This design comes from an exercise in tuning for small area on the open sky130 flow, not from production work. In this exercise RTL edits were held to simulation tests only and were not proved equivalent to the original. Power is estimated from default activity; no workload was simulated.

== run A ==
==> flow/design.v (excerpt) <==
module top_freq_test (
    input wire         clk        ,
    input wire         rst_n      ,
    input wire         pulse_sig_1,
    input wire         pulse_sig_2,
    input wire         pulse_sig_3,
    input wire         pulse_sig_4,
    output wire [19:0] freq_out_1 ,
    output wire [19:0] freq_out_2 ,
    output wire [19:0] freq_out_3 ,
    output wire [19:0] freq_out_4
);
Size: ~26,000 um^2 of cells after synthesis.
make LEC_CHECK=0 ABC_AREA=1 CAP_MARGIN=0 CORE_MARGIN=2 CORE_UTILIZATION=50 CTS_BUF_LIST=sky130_fd_sc_hd__clkbuf_8 CTS_CLUSTER_DIAMETER=60 CTS_CLUSTER_SIZE=16 GPL_TIMING_DRIVEN=0 SLEW_MARGIN=0 finish   # period 80.0 ns
run.sh (not shown) runs the stock make flow with config.mk's settings and CLKGATE_MAP_FILE= SYNTH_SCRIPT=/design/flow/synth_recipe.tcl, a recipe that flattens the netlist after the stock synthesis.
[inputs] run B vs run A
- ABC_AREA removed (was 1)
==> flow/flow/run.sh (new file) <==
#!/bin/bash
# Standard ORFS layout (the standard.sh), with two changes:
#  * port buffers use sky130_fd_sc_hd__buf_1 (every port still gets a buffer)
#  * clock tree synthesis does not insert dummy loads
# The whole make output goes to flow.log in this folder.
set -euo pipefail
export BUFFER_PORTS_ARGS="-buffer_cell sky130_fd_sc_hd__buf_1"
export CTS_ARGS="-sink_clustering_enable -repair_clock_nets -dont_use_dummy_load -buf_list sky130_fd_sc_hd__clkbuf_8 -sink_clustering_size 16 -sink_clustering_max_diameter 60"
bash standard.sh finish > flow.log 2>&1
==> flow/standard.sh (new file) <==
#!/bin/bash
# synth_recipe.tcl (not shown) runs the flow's synth.tcl, then flattens the netlist and writes it again
# the make line also repeats each setting of config.mk as NAME=value (left out here)
make -C /OpenROAD-flow-scripts/flow DESIGN_CONFIG=/design/flow/config.mk WORK_HOME=/design/flow/orfs CLKGATE_MAP_FILE= SYNTH_SCRIPT=/design/flow/synth_recipe.tcl "${@:-finish}"
removed: flow/run.sh
### Flow results
Run B: PASS, flow complete, no timing, DRC or antenna violations
The cell count in run B is 0.78 times that in run A.
[run B vs run A] post-route clock period utilization: higher in run B
There was hardly any difference in clock transition at the register clock pins on the worst setup and hold paths after CTS between run B and run A.
Input-level comparison between run C and run B:
- CTS_CLUSTER_DIAMETER: 60 -> unset
- CTS_CLUSTER_SIZE: 16 -> unset
- CTS_BUF_LIST: sky130_fd_sc_hd__clkbuf_8 -> unset
==> flow/run.sh (new file) <==
#!/bin/bash
# synth_recipe.tcl (not shown) runs the flow's synth.tcl, then flattens the netlist and writes it again
# the make line also repeats each setting of config.mk as NAME=value (left out here)
make -C /OpenROAD-flow-scripts/flow DESIGN_CONFIG=/design/flow/config.mk WORK_HOME=/design/flow/orfs CLKGATE_MAP_FILE= SYNTH_SCRIPT=/design/flow/synth_recipe.tcl finish
removed: flow/flow/run.sh
removed: flow/standard.sh
==> comparison <==
Per the comparison of run C with run B, worst-case setup slack after placement down 0.46 ns; detailed-route vias per instance shrank by about 0.6%.
Any difference in number of max-cap violations between run B and run C is small enough to ignore.
In the reports for run C and run B, the larger global-route wire length before repair belongs to run C.
[compare] base=run B new=run C: post-placement cell count now sits at about the same level, final core utilization moved up, placed standard-cell area now larger, power consumption has increased, sequential share of layout area lower.
On number of placed I/O pins, run C tracks run B almost exactly.
Input-level comparison between run D and run C:
- CTS_BUF_LIST newly set to sky130_fd_sc_hd__clkbuf_8
- CTS_CLUSTER_SIZE newly set to 16
- CTS_CLUSTER_DIAMETER newly set to 60
### Flow results
Re power: run D is about 7% down on run C.
Summary of run D over run C: relative contribution of combinational cells to total power now larger, total wirelength of the detailed-routed design now smaller, met2 track utilization from global routing comparable, count of non-filler cells in the finished layout comparable.

---

north:
Another version of the RTL of top_freq_test (not shown whole).
Size in the first run: ~2,000 cells after synthesis, roughly 86 I/O pins, about 0.021 sq mm of cells after synthesis.
export LEC_CHECK = 0
export CAP_MARGIN = 0
export CORE_MARGIN = 2
export CORE_UTILIZATION = 70
export GPL_TIMING_DRIVEN = 0
export SLEW_MARGIN = 0
create_clock -name core_clock -period 80.0 [get_ports {clk}]
standard.sh (not shown) runs the stock make flow with config.mk's settings and CLKGATE_MAP_FILE= SYNTH_SCRIPT=/design/flow/synth_recipe.tcl, a recipe that flattens the netlist after the stock synthesis.
==> flow/flow/run.sh <==
#!/bin/bash
# The standard layout (standard.sh), with these changes:
#  * synthesis: the ABC mapping script is flow/abc_area_map.script (area
#    mapping without ABC's buffering/upsizing for delay), and Yosys's generic
#    'abc -fast' pass inside 'synth -run fine:' is skipped (-noabc); the
#    rest of ORFS's synthesis (flop mapping, flattening, names) is unchanged.
#  * port buffers are sky130_fd_sc_hd__buf_1 (every port still gets one).
#  * clock tree synthesis uses clkbuf_8 and inserts no dummy loads.
# make's whole output goes to flow.log here; ORFS's per-step logs are under orfs/logs.
set -euo pipefail
here=$(pwd)
rm -rf "$here/scripts"
cp -r "$FLOW_HOME/scripts" "$here/scripts"
cp "$here/flow/abc_area_map.script" "$here/scripts/abc_speed.script"
sed -i 's/synth -top $::env(DESIGN_NAME) -run fine: {\*}$synth_full_args/synth -top $::env(DESIGN_NAME) -run fine: -noabc {*}$synth_full_args/' "$here/scripts/synth.tcl"
grep -q -- '-run fine: -noabc' "$here/scripts/synth.tcl"
export SCRIPTS_DIR="$here/scripts"
export BUFFER_PORTS_ARGS="-buffer_cell sky130_fd_sc_hd__buf_1"
export CTS_ARGS="-sink_clustering_enable -repair_clock_nets -dont_use_dummy_load -buf_list sky130_fd_sc_hd__clkbuf_8 -sink_clustering_size 16 -sink_clustering_max_diameter 60"
bash standard.sh finish > flow.log 2>&1
==> flow/flow/abc_area_map.script <==
strash
dch
map -a
topo
&get -n
&st
&dch
&nf -R 1000 -p
&put
The following lists how south was set up differently from north:
- changing CORE_UTILIZATION from 70 to 50
diff --git a/flow/flow/run.sh b/flow/flow/run.sh
--- a/flow/flow/run.sh
+++ b/flow/flow/run.sh
@@ -6,5 +6,5 @@
 #    rest of ORFS's synthesis (flop mapping, flattening, names) is unchanged.
 #  * port buffers are sky130_fd_sc_hd__buf_1 (every port still gets one).
-#  * clock tree synthesis uses clkbuf_8 and inserts no dummy loads.
+#  * clock tree synthesis uses clkbuf_4 and inserts no dummy loads.
 # make's whole output goes to flow.log here; ORFS's per-step logs are under orfs/logs.
 set -euo pipefail
@@ -17,4 +17,4 @@
 export SCRIPTS_DIR="$here/scripts"
 export BUFFER_PORTS_ARGS="-buffer_cell sky130_fd_sc_hd__buf_1"
-export CTS_ARGS="-sink_clustering_enable -repair_clock_nets -dont_use_dummy_load -buf_list sky130_fd_sc_hd__clkbuf_8 -sink_clustering_size 16 -sink_clustering_max_diameter 60"
+export CTS_ARGS="-sink_clustering_enable -repair_clock_nets -dont_use_dummy_load -buf_list sky130_fd_sc_hd__clkbuf_4 -sink_clustering_size 10 -sink_clustering_max_diameter 40"
 bash standard.sh finish > flow.log 2>&1
Notes after the runs:
- Cell count after placement (south vs. north) increases by a few percent
- Compared with north, in south leakage power total has increased, register clock-pin slew on the reported worst setup and hold paths roughly the same.
### south -> east
- swapping 50 for 70 in CORE_UTILIZATION
## What came out
- First-pass GRT wire length shrinks by a few percent when moving from south to east.
- east finished end to end and its layout was clean on timing, DRC and antenna.
- Relative to south, the routability-driven placement congestion ratio measured on east has increased by a few percent.
- Fraction of area in multi-input gates was lower in south than in east.
- Looking at clock distribution power across south and east, the one that comes out higher is south.
- Of south and east, the run reporting the higher final cell count was south.
### east -> west
==> flow/flow/abc_area_map.script <==
&get -n
&st
&dch
&nf -R 1000 -p -F 8 -A 8 -C 32
&put
## What came out
- west has completed all stages; timing, DRC and antenna checks passed.
- Higher share of the clock period used by the worst path goes to west over east.
- STATUS area after synthesis: west wins against east
- west against east: post-synthesis share of cell area spent on and, or, nand and nor gates has decreased; critical path depth now larger; first-pass GRT wire length now sits lower; global-route total usage across every layer lost 2.2 points; mean post-synth cell area higher.
- west: setup slack lower than east
- Synthesis-to-layout area growth: west > east
- Worst endpoint data arrival time: higher on west
- Comparing west and east, worst hold slack is lower on west.

-- re-timing with driven ports --
In the flow no input, the clock included, has a driving cell. The finished layouts below were timed again as built, in two steps. Step 1, drivers: a clkbuf_16 drives clk and a buf_2 each remaining input, both assumed. Step 2 also shifts input and output timing later by t, the mid clock arrival at the registers, as if the neighbouring blocks saw the same clock. Slacks: ideal / step 1 / step 2; pairs: ideal / step 1.
run | t, ns | setup WS [ns] | slew at the worst register clock pin (ns) | worst slew at a driven data input, ns | pins driven straight from the clock port
run A | 0.677 | 27.965 / 27.988 / 27.311 | 0.10 / 0.10 | 0.05 | 1
run B | 0.653 | 25.925 / 25.947 / 25.294 | 0.10 / 0.10 | 0.05 | 1
run C | 0.619 | 25.517 / 25.553 / 24.933 | 0.06 / 0.06 | 0.05 | 1
run D | 0.681 | 25.593 / 25.623 / 24.941 | 0.10 / 0.10 | 0.05 | 1
north | 0.636 | 30.459 / 30.473 / 29.837 | 0.10 / 0.10 | 0.04 | 1
south | 0.848 | 30.540 / 30.563 / 29.716 | 0.10 / 0.10 | 0.04 | 1
east | 0.740 | 30.653 / 30.666 / 29.926 | 0.11 / 0.11 | 0.04 | 1
west | 0.739 | 25.923 / 25.929 / 25.190 | 0.11 / 0.11 | 0.04 | 1
After both steps every run listed still meets setup and hold. For south, which loses most, drivers alone change the setup slack by +0.023 ns; drivers and shift together by -0.824 ns.
